From an optimization exercise on the open Yosys and OpenROAD flow, aimed at small area; shortcuts taken in it are not production practice. RTL that was checked went through simulation tests only; none was proved equivalent to the original.

Design Cordic, start of the top module:
module Cordic(
	input clk,
	input [12:0] x_0,
	input [12:0] y_0,
	input [12:0] z_0,
	output [12:0] x_N,
	output [12:0] y_N,
	output [12:0] z_N
);
==> flow/config.mk <==
export PLATFORM = sky130hd
export DESIGN_NAME = Cordic
export DESIGN_NICKNAME = Cordic
export VERILOG_FILES = /design/flow/design.v
export SDC_FILE = /design/flow/constraint.sdc
export NUM_CORES = 4
export LEC_CHECK = 0
export CAP_MARGIN = 20
export CORE_MARGIN = 2
export CORE_UTILIZATION = 40
export CTS_BUF_LIST = sky130_fd_sc_hd__clkbuf_8
export CTS_CLUSTER_DIAMETER = 100
export CTS_CLUSTER_SIZE = 18
export GPL_TIMING_DRIVEN = 0
export SLEW_MARGIN = 20
==> flow/constraint.sdc <==
create_clock -name core_clock -period 3.2 [get_ports {clk}]
set_input_delay 0.6400 -clock core_clock [delete_from_list [all_inputs] [get_ports {clk}]]
set_output_delay 0.6400 -clock core_clock [all_outputs]
set_load 0.01 [all_outputs]
standard.sh (not shown) runs the stock make flow with config.mk's settings and CLKGATE_MAP_FILE= SYNTH_SCRIPT=/design/flow/synth_recipe.tcl, a recipe that flattens the netlist after the stock synthesis.
==> flow/flow/run.sh <==
#!/bin/bash
# Standard layout, except: the port buffers that placement inserts use the smallest
# buffer cell, and the buffers synthesis left in the netlist are removed before global
# placement (placement's repair then buffers only where it needs to).
set -euo pipefail
export BUFFER_PORTS_ARGS="-buffer_cell sky130_fd_sc_hd__buf_1"
export PRE_GLOBAL_PLACE_TCL="$PWD/flow/rmbuf.tcl"
bash standard.sh > standard.log 2>&1
==> flow/flow/rmbuf.tcl <==
remove_buffers
The first run completed with no timing, DRC or antenna violations.
==> next run, changes <==
--- a/flow/design.v
+++ b/flow/design.v
@@ -248,32 +248,64 @@
 	localparam [6:0] KM7 = 7'd4;
 	reg [12:0] xr7, yr7; reg [6:0] zr7;
 	always @(posedge clk) begin xr7 <= xn6 ^ IM7; yr7 <= yn6 ^ JM7; zr7 <= zf6[6:0] ^ KM7; end
 	wire [12:0] xs7 = xr7 ^ IM7, ys7 = yr7 ^ JM7;
 	wire [6:0] zs7 = zr7 ^ KM7;
 	wire d7 = zs7[6];   
 	wire signed [12:0] xss7 = xs7, yss7 = ys7;
 	wire [12:0] xsh7 = xss7 >>> 7, ysh7 = yss7 >>> 7;
 	wire [12:0] bx7 = ysh7 ^ {13{~d7}}, by7 = xsh7 ^ {13{d7}};
 	wire [12:0] xn7, yn7;
-	wire cx7_4;
-	CordicMachine #(.N(4), .FIRST(1)) ax7_0 (.a(xs7[3:0]), .b(bx7[3:0]), .ci(~d7), .s(xn7[3:0]), .co(cx7_4));
-	wire cx7_8;
-	CordicMachine #(.N(4), .FIRST(0)) ax7_1 (.a(xs7[7:4]), .b(bx7[7:4]), .ci(cx7_4), .s(xn7[7:4]), .co(cx7_8));
-	wire cx7_13;
-	CordicMachine #(.N(5), .FIRST(0)) ax7_2 (.a(xs7[12:8]), .b(bx7[12:8]), .ci(cx7_8), .s(xn7[12:8]), .co(cx7_13));
-	wire cy7_4;
-	CordicMachine #(.N(4), .FIRST(1)) ay7_0 (.a(ys7[3:0]), .b(by7[3:0]), .ci(d7), .s(yn7[3:0]), .co(cy7_4));
-	wire cy7_8;
-	CordicMachine #(.N(4), .FIRST(0)) ay7_1 (.a(ys7[7:4]), .b(by7[7:4]), .ci(cy7_4), .s(yn7[7:4]), .co(cy7_8));
-	wire cy7_13;
-	CordicMachine #(.N(5), .FIRST(0)) ay7_2 (.a(ys7[12:8]), .b(by7[12:8]), .ci(cy7_8), .s(yn7[12:8]), .co(cy7_13));
+	wire cx7_3;
+	CordicMachine #(.N(3), .FIRST(1)) ax7_0 (.a(xs7[2:0]), .b(bx7[2:0]), .ci(~d7), .s(xn7[2:0]), .co(cx7_3));
+	wire cx7_6;
+	CordicMachine #(.N(3), .FIRST(0)) ax7_1 (.a(xs7[5:3]), .b(bx7[5:3]), .ci(cx7_3), .s(xn7[5:3]), .co(cx7_6));
+	wire [12:6] qx7 = xs7[12:6] ^ {7{bx7[12]}};
+	wire kx7 = cx7_6 ^ bx7[12];   
+	wire [13:6] px7;
+	assign px7[6] = 1'b1;
+	assign px7[7] = px7[6] & qx7[6];
+	assign xn7[6] = xs7[6] ^ (kx7 & px7[6]);
+	assign px7[8] = px7[7] & qx7[7];
+	assign xn7[7] = xs7[7] ^ (kx7 & px7[7]);
+	assign px7[9] = px7[8] & qx7[8];
+	assign xn7[8] = xs7[8] ^ (kx7 & px7[8]);
+	assign px7[10] = px7[9] & qx7[9];
+	assign xn7[9] = xs7[9] ^ (kx7 & px7[9]);
+	assign px7[11] = px7[10] & qx7[10];
+	assign xn7[10] = xs7[10] ^ (kx7 & px7[10]);
+	assign px7[12] = px7[11] & qx7[11];
+	assign xn7[11] = xs7[11] ^ (kx7 & px7[11]);
+	assign px7[13] = px7[12] & qx7[12];
+	assign xn7[12] = xs7[12] ^ (kx7 & px7[12]);
+	wire cy7_3;
+	CordicMachine #(.N(3), .FIRST(1)) ay7_0 (.a(ys7[2:0]), .b(by7[2:0]), .ci(d7), .s(yn7[2:0]), .co(cy7_3));
+	wire cy7_6;
+	CordicMachine #(.N(3), .FIRST(0)) ay7_1 (.a(ys7[5:3]), .b(by7[5:3]), .ci(cy7_3), .s(yn7[5:3]), .co(cy7_6));
+	wire [12:6] qy7 = ys7[12:6] ^ {7{by7[12]}};
+	wire ky7 = cy7_6 ^ by7[12];   
+	wire [13:6] py7;
+	assign py7[6] = 1'b1;
+	assign py7[7] = py7[6] & qy7[6];
+	assign yn7[6] = ys7[6] ^ (ky7 & py7[6]);
+	assign py7[8] = py7[7] & qy7[7];
+	assign yn7[7] = ys7[7] ^ (ky7 & py7[7]);
+	assign py7[9] = py7[8] & qy7[8];
+	assign yn7[8] = ys7[8] ^ (ky7 & py7[8]);
+	assign py7[10] = py7[9] & qy7[9];
+	assign yn7[9] = ys7[9] ^ (ky7 & py7[9]);
+	assign py7[11] = py7[10] & qy7[10];
+	assign yn7[10] = ys7[10] ^ (ky7 & py7[10]);
+	assign py7[12] = py7[11] & qy7[11];
+	assign yn7[11] = ys7[11] ^ (ky7 & py7[11]);
+	assign py7[13] = py7[12] & qy7[12];
+	assign yn7[12] = ys7[12] ^ (ky7 & py7[12]);
 	wire [5:0] zf7;
 	wire [5:0] za7 = {~d7, d7, d7, 1'b1, 1'b0, 1'b0};   
 	assign zf7[1:0] = zs7[1:0];
 	wire cz7_6;
 	CordicMachine #(.N(4), .FIRST(1)) az7_0 (.a(zs7[5:2]), .b(za7[5:2]), .ci(1'b0), .s(zf7[5:2]), .co(cz7_6));
 	localparam [12:0] IM8 = 13'd12, JM8 = 13'd12;   
 	localparam [5:0] KM8 = 6'd4;
 	reg [12:0] xr8, yr8; reg [5:0] zr8;
 	always @(posedge clk) begin xr8 <= xn7 ^ IM8; yr8 <= yn7 ^ JM8; zr8 <= zf7[5:0] ^ KM8; end
 	wire [12:0] xs8 = xr8 ^ IM8, ys8 = yr8 ^ JM8;
Result: Via count rises by 1.8%. Core utilization is about the same. Register-to-register slack degrades by 0.03 ns. Cell count grows by 1.1%. Synthesized cell count increases by 1.7%. Maximum frequency is lower by about 0.9%. Non-clock buffer count went up by 2.
Only the layout flow was run in the first run of this note; the RTL was not checked for function there.


Setup of north:
Another version of the RTL of Cordic (not shown whole).
Size in the first run: ~1500 cells after synthesis, roughly 340 flip-flops, about 0.017 mm² of cells after synthesis.
Settings: LEC_CHECK=0, CAP_MARGIN=20, CORE_MARGIN=2, CORE_UTILIZATION=40, CTS_BUF_LIST=sky130_fd_sc_hd__clkbuf_8, CTS_CLUSTER_DIAMETER=100, CTS_CLUSTER_SIZE=18, GPL_TIMING_DRIVEN=0, SLEW_MARGIN=20; clock period 3.2 ns.
Scripts as last shown in full above: flow/flow/run.sh, flow/flow/rmbuf.tcl
--- input diff north..south ---
diff --git a/flow/design.v b/flow/design.v
--- a/flow/design.v
+++ b/flow/design.v
@@ -195,48 +195,24 @@
 	wire signed [12:0] xss5 = xs5, yss5 = ys5;
 	wire [12:0] xsh5 = xss5 >>> 5, ysh5 = yss5 >>> 5;
 	wire [12:0] bx5 = ysh5 ^ {13{~d5}}, by5 = xsh5 ^ {13{d5}};
 	wire [12:0] xn5, yn5;
 	wire cx5_4;
 	CordicMachine #(.N(4), .FIRST(1)) ax5_0 (.a(xs5[3:0]), .b(bx5[3:0]), .ci(~d5), .s(xn5[3:0]), .co(cx5_4));
 	wire cx5_8;
 	CordicMachine #(.N(4), .FIRST(0)) ax5_1 (.a(xs5[7:4]), .b(bx5[7:4]), .ci(cx5_4), .s(xn5[7:4]), .co(cx5_8));
-	wire [12:8] qx5 = xs5[12:8] ^ {5{bx5[12]}};
-	wire kx5 = cx5_8 ^ bx5[12];   
-	wire [13:8] px5;
-	assign px5[8] = 1'b1;
-	assign px5[9] = px5[8] & qx5[8];
-	assign xn5[8] = xs5[8] ^ (kx5 & px5[8]);
-	assign px5[10] = px5[9] & qx5[9];
-	assign xn5[9] = xs5[9] ^ (kx5 & px5[9]);
-	assign px5[11] = px5[10] & qx5[10];
-	assign xn5[10] = xs5[10] ^ (kx5 & px5[10]);
-	assign px5[12] = px5[11] & qx5[11];
-	assign xn5[11] = xs5[11] ^ (kx5 & px5[11]);
-	assign px5[13] = px5[12] & qx5[12];
-	assign xn5[12] = xs5[12] ^ (kx5 & px5[12]);
+	wire cx5_13;
+	CordicMachine #(.N(5), .FIRST(0)) ax5_2 (.a(xs5[12:8]), .b(bx5[12:8]), .ci(cx5_8), .s(xn5[12:8]), .co(cx5_13));
 	wire cy5_4;
 	CordicMachine #(.N(4), .FIRST(1)) ay5_0 (.a(ys5[3:0]), .b(by5[3:0]), .ci(d5), .s(yn5[3:0]), .co(cy5_4));
 	wire cy5_8;
 	CordicMachine #(.N(4), .FIRST(0)) ay5_1 (.a(ys5[7:4]), .b(by5[7:4]), .ci(cy5_4), .s(yn5[7:4]), .co(cy5_8));
-	wire [12:8] qy5 = ys5[12:8] ^ {5{by5[12]}};
-	wire ky5 = cy5_8 ^ by5[12];   
-	wire [13:8] py5;
-	assign py5[8] = 1'b1;
-	assign py5[9] = py5[8] & qy5[8];
-	assign yn5[8] = ys5[8] ^ (ky5 & py5[8]);
-	assign py5[10] = py5[9] & qy5[9];
-	assign yn5[9] = ys5[9] ^ (ky5 & py5[9]);
-	assign py5[11] = py5[10] & qy5[10];
-	assign yn5[10] = ys5[10] ^ (ky5 & py5[10]);
-	assign py5[12] = py5[11] & qy5[11];
-	assign yn5[11] = ys5[11] ^ (ky5 & py5[11]);
-	assign py5[13] = py5[12] & qy5[12];
-	assign yn5[12] = ys5[12] ^ (ky5 & py5[12]);
+	wire cy5_13;
+	CordicMachine #(.N(5), .FIRST(0)) ay5_2 (.a(ys5[12:8]), .b(by5[12:8]), .ci(cy5_8), .s(yn5[12:8]), .co(cy5_13));
 	wire [7:0] zf5;
 	wire [7:0] za5 = {~d5, d5, d5, d5, ~d5, ~d5, 1'b1, 1'b0};   
 	assign zf5[0:0] = zs5[0:0];
 	wire cz5_6;
 	CordicMachine #(.N(5), .FIRST(1)) az5_0 (.a(zs5[5:1]), .b(za5[5:1]), .ci(1'b0), .s(zf5[5:1]), .co(cz5_6));
 	wire cz5_8;
 	CordicMachine #(.N(2), .FIRST(0)) az5_1 (.a(zs5[7:6]), .b(za5[7:6]), .ci(cz5_6), .s(zf5[7:6]), .co(cz5_8));
 	localparam [12:0] IM6 = 13'd12, JM6 = 13'd12;   
## What came out
south and north ended up with nearly the same die area. north -> south: aggregate routed wire length decreased slightly. NOTE: setup slack in south falls short of that of north.
Function was not checked in any run of this note: the RTL went through the layout flow alone.

## separate check: timing with driven ports
The flow's constraints put no driver on any port. The routed layouts listed below were extracted and timed again, unchanged, in two steps. Step 1 (the two cells are an assumption about what drives the block):
set clk [get_ports {clk}]
set_driving_cell -lib_cell sky130_fd_sc_hd__clkbuf_16 $clk
set_driving_cell -lib_cell sky130_fd_sc_hd__buf_2 [delete_from_list [all_inputs] $clk]
Step 2 moves the port delays by t, midway between the first and last clock arrival at a register: inputs arrive t later, outputs are due t later. That takes back most of the time a late clock gives input paths. a / b / c = ideal ports / drivers / drivers and shift; a / b = the first two.
run | shift t [ns] | setup slack, ns | slew at the worst register clock pin (ns) | worst slew at a driven data input, ns | pins driven straight from the clock port
the first run of note 1 | 0.625 | 0.151 / 0.151 / -0.232 | 0.11 / 0.11 | 0.03 | 1
the second run of note 1 | 0.607 | 0.124 / 0.124 / -0.197 | 0.11 / 0.11 | 0.03 | 1
north | 0.607 | 0.114 / 0.114 / -0.334 | 0.11 / 0.11 | 0.04 | 1
south | 0.625 | 0.108 / 0.108 / -0.264 | 0.11 / 0.11 | 0.03 | 1
Met with ideal ports but missed after step 2: setup timing in every run listed. The setup slack of north, which loses most, moves by 0.000 ns with the drivers and by -0.448 ns with both steps.
